This is an optimization exercise on Yosys and OpenROAD, whose aim is small area, not a production implementation.
The RTL was checked by simulation tests, not by an equivalence proof against the original design.

P:
==> flow/design.v (excerpt) <==
module Multiplier_Pipeline
#(
    parameter WORD_WIDTH                    = 36,
    parameter CONFIG_ADDR                   = 4000,
    parameter CONFIG_ADDR_WIDTH             = 12,
    parameter THREAD_COUNT                  = 8,
    parameter RAMSTYLE                      = "MLAB"
)
(
    input   wire                            clock,
    input   wire    [CONFIG_ADDR_WIDTH-1:0] config_addr,
    input   wire                            config_signed,  
    input   wire                            config_enable,
    input   wire    [WORD_WIDTH-1:0]        A,
    input   wire                            A_wren,
    input   wire    [WORD_WIDTH-1:0]        B,
    input   wire                            B_wren,
    output  wire    [WORD_WIDTH-1:0]        R_low,
    output  wire    [WORD_WIDTH-1:0]        R_high
);
Size: roughly 160 I/O pins.
Settings: LEC_CHECK=0, ABC_AREA=1, CAP_MARGIN=20, CORE_MARGIN=2, CORE_UTILIZATION=70, CTS_BUF_LIST=sky130_fd_sc_hd__clkbuf_16, CTS_CLUSTER_DIAMETER=80, CTS_CLUSTER_SIZE=36, SLEW_MARGIN=20, SYNTH_HIERARCHICAL=1; clock period 8.5 ns.
standard.sh (not shown) runs the stock make flow with config.mk's settings and CLKGATE_MAP_FILE= SYNTH_SCRIPT=/design/flow/synth_recipe.tcl, a recipe that flattens the netlist after the stock synthesis.
==> flow/flow/run.sh <==
#!/bin/bash
# The standard layout (standard.sh: standard synthesis and ORFS steps) with
# two changes:
#  - after synthesis, combinational cells that ABC mapped to a stronger drive
#    are set back to the weakest drive of the same function (downsize.tcl);
#    ORFS's placement and timing repair upsize what needs it;
#  - the smallest buffer (buf_1) on every input and output port instead of the
#    one buffer_ports picks by default (BUFFER_PORTS_ARGS, read by ORFS's
#    global placement step).
# Each tool's output goes to a log file here: synth.log, downsize.log,
# standard.log; ORFS's per-step logs stay under orfs/logs/.
set -euo pipefail
export BUFFER_PORTS_ARGS="-buffer_cell sky130_fd_sc_hd__buf_1"
bash standard.sh synth > synth.log 2>&1
RESULTS=$PWD/orfs/results/$FLOW_PLATFORM/Multiplier_Pipeline/base openroad -no_init -exit flow/downsize.tcl > downsize.log 2>&1
touch orfs/results/$FLOW_PLATFORM/Multiplier_Pipeline/base/1_synth.sdc
bash standard.sh > standard.log 2>&1
==> flow/flow/downsize.tcl <==
# Set every combinational cell that synthesis mapped to a stronger drive back to
# the weakest drive of the same function. Placement and timing repair later
# upsize whatever needs it. Registers, buffers and inverters are left alone.
read_liberty $::env(FLOW_HOME)/platforms/sky130hd/lib/sky130_fd_sc_hd__tt_025C_1v80.lib
set odb $::env(RESULTS)/1_synth.odb
read_db $odb
set n 0
foreach inst [[ord::get_db_block] getInsts] {
  set master [[$inst getMaster] getName]
  if {![regexp {^sky130_fd_sc_hd__([a-z0-9]+)_([0-9]+)$} $master -> fn drive]} { continue }
  if {$drive <= 1} { continue }
  if {[regexp {^(df|edf|sdf|dl|buf|clkbuf|inv|clkinv|bufinv|conb|tap|fill|decap|diode|clkdly|dlygate|dlymetal)} $fn]} { continue }
  foreach d {1 0} {
    set small "sky130_fd_sc_hd__${fn}_$d"
    if {[[ord::get_db] findMaster $small] ne "NULL"} {
      $inst swapMaster [[ord::get_db] findMaster $small]
      incr n
      break
    }
  }
}
puts "downsized $n instances"
write_db $odb
P | status: complete | timing, DRC, antenna: pass
Input-level comparison between Q and P:
- swapping 36 for 30 in CTS_CLUSTER_SIZE
- swapping 20 for 0 in SLEW_MARGIN
- swapping 70 for 60 in CORE_UTILIZATION
- swapping 80 for 100 in CTS_CLUSTER_DIAMETER
- swapping 20 for 0 in CAP_MARGIN
[summary]
Q: die area about 16% above P
Q ends up with a wire length of the first global-routing pass that is 2.3 mm higher than in P.
Comparing P and Q, the higher final area is on Q.
Worst hold slack for Q is lower than for P.
Post-route minimum period for Q: 0.30 ns down relative to P
Fmax: Q higher than P
After synthesis and placement, the instance count of Q is above that of P.
Of P and Q, Q shows the lower number of iterations in the first detailed-routing pass, with P above it.
Between P and Q, the critical path depth in cells is lower for P.

========
Another version of the RTL of Multiplier_Pipeline (not shown whole).
Size in the first run: roughly 3800 cells after synthesis, roughly 660 flip-flops, about 160 I/O pins.
make LEC_CHECK=0 ABC_AREA=1 CAP_MARGIN=20 CORE_MARGIN=2 CORE_UTILIZATION=40 CTS_BUF_LIST=sky130_fd_sc_hd__clkbuf_4 SLEW_MARGIN=20 SYNTH_HIERARCHICAL=1 finish   # period 8.5 ns
run.sh (not shown) runs the stock make flow with config.mk's settings and CLKGATE_MAP_FILE= SYNTH_SCRIPT=/design/flow/synth_recipe.tcl, a recipe that flattens the netlist after the stock synthesis.
Stock flow here: none of the scripts above is used.
Change:
--- a/flow/config.mk
+++ b/flow/config.mk
@@ -11,3 +11,2 @@
 export CORE_UTILIZATION = 40
-export CTS_BUF_LIST = sky130_fd_sc_hd__clkbuf_4
 export SLEW_MARGIN = 20
Outcome: The new run completed without violations; hold slack is better by 0.024 ns; cell count goes down by 3.0%; sequential cell count stays the same; via count shrinks by 2.3%; wire length decreases by 0.82%; fmax barely changes.

========
RTL: one of the versions met above, not the one the previous note started from.
For scale: about 660 flip-flops, ~160 I/O pins, roughly 42000 sq um of cells after synthesis.
export LEC_CHECK = 0
export ABC_AREA = 1
export CAP_MARGIN = 20
export CORE_MARGIN = 2
export CORE_UTILIZATION = 60
export CTS_BUF_LIST = sky130_fd_sc_hd__clkbuf_16
export CTS_CLUSTER_DIAMETER = 100
export CTS_CLUSTER_SIZE = 30
export SLEW_MARGIN = 20
export SYNTH_HIERARCHICAL = 1
create_clock -name core_clock -period 8.5 [get_ports {clock}]
standard.sh (not shown) runs the stock make flow with config.mk's settings and CLKGATE_MAP_FILE= SYNTH_SCRIPT=/design/flow/synth_recipe.tcl, a recipe that flattens the netlist after the stock synthesis.
Scripts as last shown in full above: flow/flow/run.sh, flow/flow/downsize.tcl
The starting point completed with no timing, DRC or antenna violations.
Change:
- GPL_TIMING_DRIVEN: unset -> 0
Outcome: The changed run completed without violations; clock-buffer cell count goes down by 2.

==> static timing again, ports no longer ideal <==
The flow's constraints put no driver on any port. The routed layouts listed below were extracted and timed again, unchanged, in two steps.
Step 1 (the two cells are an assumption about what drives the block):
set clk [get_ports {clock}]
set_driving_cell -lib_cell sky130_fd_sc_hd__clkbuf_16 $clk
set_driving_cell -lib_cell sky130_fd_sc_hd__buf_2 [delete_from_list [all_inputs] $clk]
Step 2, shift: input delay + t, output delay - t, t = (earliest + latest rising clock arrival at the registers) / 2. This alone moves slack from input paths to output paths.
Three values: ideal, step 1, step 2; two values: the first two.
run	t, ns	slack for setup (ns)	clock arrival spread, ns	pins driven straight from the clock port
P	0.682	0.647 / 0.647 / 0.647	0.043 / 0.043	1
Q	0.717	0.944 / 0.944 / 0.944	0.067 / 0.067	1
the first run of note 2	1.090	0.905 / 0.905 / 0.905	0.072 / 0.072	1
the second run of note 2	0.703	0.919 / 0.919 / 0.919	0.035 / 0.035	1
the first run of note 3	0.719	0.873 / 0.873 / 0.873	0.033 / 0.032	1
the second run of note 3	0.706	0.373 / 0.373 / 0.373	0.030 / 0.029	1
After both steps every run listed still meets setup and hold.
